Context: an optimization exercise on an open-source flow, tuned for a short achievable clock period and few clock cycles. The choices shown serve that exercise and are no tape-out recipe.
Only simulation tests tie the RTL to the original design; equivalence was not proved.

// Integration
module Integration(input clk,
	 input rst,
	 output [31:0]mem_addr,
	 output [31:0]mem_wdata,
	 output mem_we,
	 input [31:0]mem_rdata
 );
	localparam OP_R = 6'b000000, OP_LW = 6'b100011, OP_SW = 6'b101011,
	           OP_BEQ = 6'b000100, OP_J = 6'b001000;
	reg [31:0] rf [0:9];
	reg [9:0] pc_f;      
	reg [9:0] a_lo;      
	reg d_valid;
	reg [31:0] d_ir;
	reg [9:0] d_pc;
	reg [9:0] d_pc1;     
	reg [31:0] d_ra, d_rb, d_pval;
	reg d_pw_a, d_pw_b;
	reg e_valid;
	reg [9:0] e_pc;
	reg e_rwe;           
	reg e_ldwe;          
	reg [4:0] e_wa;      
	reg e_mem, e_st, e_beq;
	reg [31:0] e_a, e_b, e_opb;
	reg [31:0] e_g, e_p, e_gc, e_pp;
	reg e_b_w;           
	reg e_opb_b;         
	reg e_sub, e_and;
	reg [9:0] e_tgt;
	reg e_tgt_nz;        
	reg m_active, m_st, m_ldwe;
	reg [3:0] m_wa;
	reg [31:0] m_addr, m_data;
	reg w_we;
	reg [3:0] w_wa;
	reg [31:0] w_res;
	wire stall = m_active;
	wire [31:0] kg [0:5];
	wire [31:0] kp [0:5];
	assign kg[0] = e_gc;     
	assign kp[0] = e_pp;
	genvar gl, gi;
	generate
		for (gl = 0; gl < 5; gl = gl + 1) begin : ks
			for (gi = 0; gi < 32; gi = gi + 1) begin : b
				if (gi >= (1 << gl)) begin : c
					assign kg[gl + 1][gi] = kg[gl][gi] | (kp[gl][gi] & kg[gl][gi - (1 << gl)]);
					assign kp[gl + 1][gi] = kp[gl][gi] & kp[gl][gi - (1 << gl)];
				end else begin : n
					assign kg[gl + 1][gi] = kg[gl][gi];
					assign kp[gl + 1][gi] = kp[gl][gi];
				end
			end
		end
	endgenerate
	wire [31:0] e_x = e_and ? e_g : (e_p & ~e_g);
	wire [31:0] sum = e_x ^ {kg[5][30:0], e_sub};
	wire [31:0] res = sum;
	reg br_pend;
	reg [9:0] br_tgt;
	wire e_exec = e_valid & ~stall & ~br_pend;
	wire e_taken = e_exec & e_beq & e_tgt_nz & ~|(e_p & ~e_g);    
	wire m_next = e_exec & e_mem;
	wire [4:0] d_rs = d_ir[25:21];
	wire [4:0] d_rt = d_ir[20:16];
	wire [4:0] d_rd = d_ir[15:11];
	wire [9:0] d_tgt = d_pc1 + d_ir[9:0];
	wire d_tgt_nz = |d_ir[9:0];
	wire [5:0] d_op = d_ir[31:26];
	wire d_isr = (d_op == OP_R);
	wire d_isld = (d_op == OP_LW);
	wire d_isst = (d_op == OP_SW);
	wire d_isbeq = (d_op == OP_BEQ);
	wire d_same = (d_rs == d_rt) | (d_rs >= 5'd10 & d_rt >= 5'd10);
	wire d_sub = d_isr & (d_ir[5:0] == 6'd1);
  ...
==> flow/config.mk <==
export PLATFORM = sky130hd
export DESIGN_NAME = Integration
export DESIGN_NICKNAME = Integration
export VERILOG_FILES = /design/flow/design.v
export SDC_FILE = /design/flow/constraint.sdc
export NUM_CORES = 4
export LEC_CHECK = 0
export CAP_MARGIN = 20
export CORE_MARGIN = 2
export CORE_UTILIZATION = 40
export SLEW_MARGIN = 20
==> flow/constraint.sdc <==
create_clock -name core_clock -period 8.0 [get_ports {clk}]
set_input_delay 1.6000 -clock core_clock [delete_from_list [all_inputs] [get_ports {clk}]]
set_output_delay 1.6000 -clock core_clock [all_outputs]
set_load 0.01 [all_outputs]
standard.sh (not shown) runs the stock make flow with config.mk's settings and CLKGATE_MAP_FILE= SYNTH_SCRIPT=/design/flow/synth_recipe.tcl, a recipe that flattens the netlist after the stock synthesis.
==> flow/flow/run.sh <==
#!/bin/bash
# Layout flow: the standard layout (standard.sh), with these changes to
# how the layout is optimised:
#  - synthesis is the standard flow's (synth_recipe.tcl) with a faster ABC mapping script
#    (flow/synth.tcl, flow/abc_fast.script); registers are as in the standard
#    synthesis,
#  - the resizer may pick any cell, not only one of the same footprint,
#  - every input and output port gets a sky130_fd_sc_hd__buf_8 buffer
#    instead of the delay cell buffer_ports picks by default.
# make's full output goes to run_make.log; ORFS keeps each step's log under
# orfs/logs/.
set -euo pipefail
export BUFFER_PORTS_ARGS="-inputs -outputs -buffer_cell sky130_fd_sc_hd__buf_8"
export FAST_ABC_SCRIPT="$PWD/flow/abc_fast.script"
bash standard.sh SYNTH_SCRIPT="$PWD/flow/synth.tcl" SETUP_SLACK_MARGIN=7 MATCH_CELL_FOOTPRINT=0 finish > run_make.log 2>&1
==> flow/flow/abc_fast.script <==
&get -n
&st
&dch
&nf -p -F 1
&st
&syn2
&if -g -K 6
&synch2
&nf -p -F 1
&st
&syn2
&if -g -K 6
&synch2
&nf -p -F 1
&st
&syn2
&if -g -K 6
&synch2
&nf -p -F 1
&st
&syn2
&if -g -K 6
&synch2
&nf -p -F 1
&st
&syn2
&if -g -K 6
&synch2
&nf -p -F 1
&put
buffer -c
topo
stime -c
upsize -c
==> flow/flow/synth.tcl <==
# The standard flow's synthesis script (synth_recipe.tcl), with one change: ABC maps with
# flow/abc_fast.script, ORFS's abc_speed.script with a single area-flow round
# in each &nf and no final dnsize, so that paths ABC sees as short are not
# slowed down to the length of the longest one. Registers are not touched
# (ABC runs on the combinational logic only).
proc synth {args} { yosys synth -nofsm -noshare {*}$args }
proc abc {args} {
  set i [lsearch -exact $args -script]
  if {$i >= 0} { lset args [expr {$i + 1}] $::env(FAST_ABC_SCRIPT) }
  yosys abc {*}$args
}
source $::env(SCRIPTS_DIR)/synth.tcl
# left out here: clear keep_hierarchy, flatten, clean up, hide names made inside functions, write 1_2_yosys.v
Testbench counts at the start, summed over its fixed seeds: cycles 10,250.
==> next run, changes <==
--- a/flow/flow/run.sh
+++ b/flow/flow/run.sh
@@ -13,3 +13,3 @@
 export BUFFER_PORTS_ARGS="-inputs -outputs -buffer_cell sky130_fd_sc_hd__buf_8"
 export FAST_ABC_SCRIPT="$PWD/flow/abc_fast.script"
-bash standard.sh SYNTH_SCRIPT="$PWD/flow/synth.tcl" SETUP_SLACK_MARGIN=7 MATCH_CELL_FOOTPRINT=0 finish > run_make.log 2>&1
+bash standard.sh SYNTH_SCRIPT="$PWD/flow/synth.tcl" SETUP_SLACK_MARGIN=6 MATCH_CELL_FOOTPRINT=0 finish > run_make.log 2>&1
Effect: The new run passed the timing, DRC and antenna checks. Wire length decreases by about a fifth. Global-route usage decreases by 4.7 points. Core utilization shrinks by 5.3 points. Worst setup slack improved by 0.21 ns.

==> afterwards: timing with drivers on the ports <==
How much do the figures lean on ideal ports? The routed layouts below were timed once more, with nothing changed but the port constraints.
Step 1 assumes that a clkbuf_16 drives the clock port and a buf_2 every other input.
Step 2 moves the port delays by t, midway between the first and last clock arrival at a register: inputs arrive t later, outputs are due t later. That takes back most of the time a late clock gives input paths.
a / b / c = ideal ports / drivers / drivers and shift; a / b = the first two.
run	t, ns	setup slack, ns	hold slack, ns	worst setup path after step 2
the first run	0.801	5.020 / 4.686 / 3.884	0.419 / 0.419 / 0.419	input to register
the second run	0.780	5.232 / 5.155 / 4.440	0.418 / 0.418 / 0.418	input to register
After both steps every run listed still meets setup and hold. The setup slack of the first run, which loses most, moves by -0.334 ns with the drivers and by -1.136 ns with both steps.
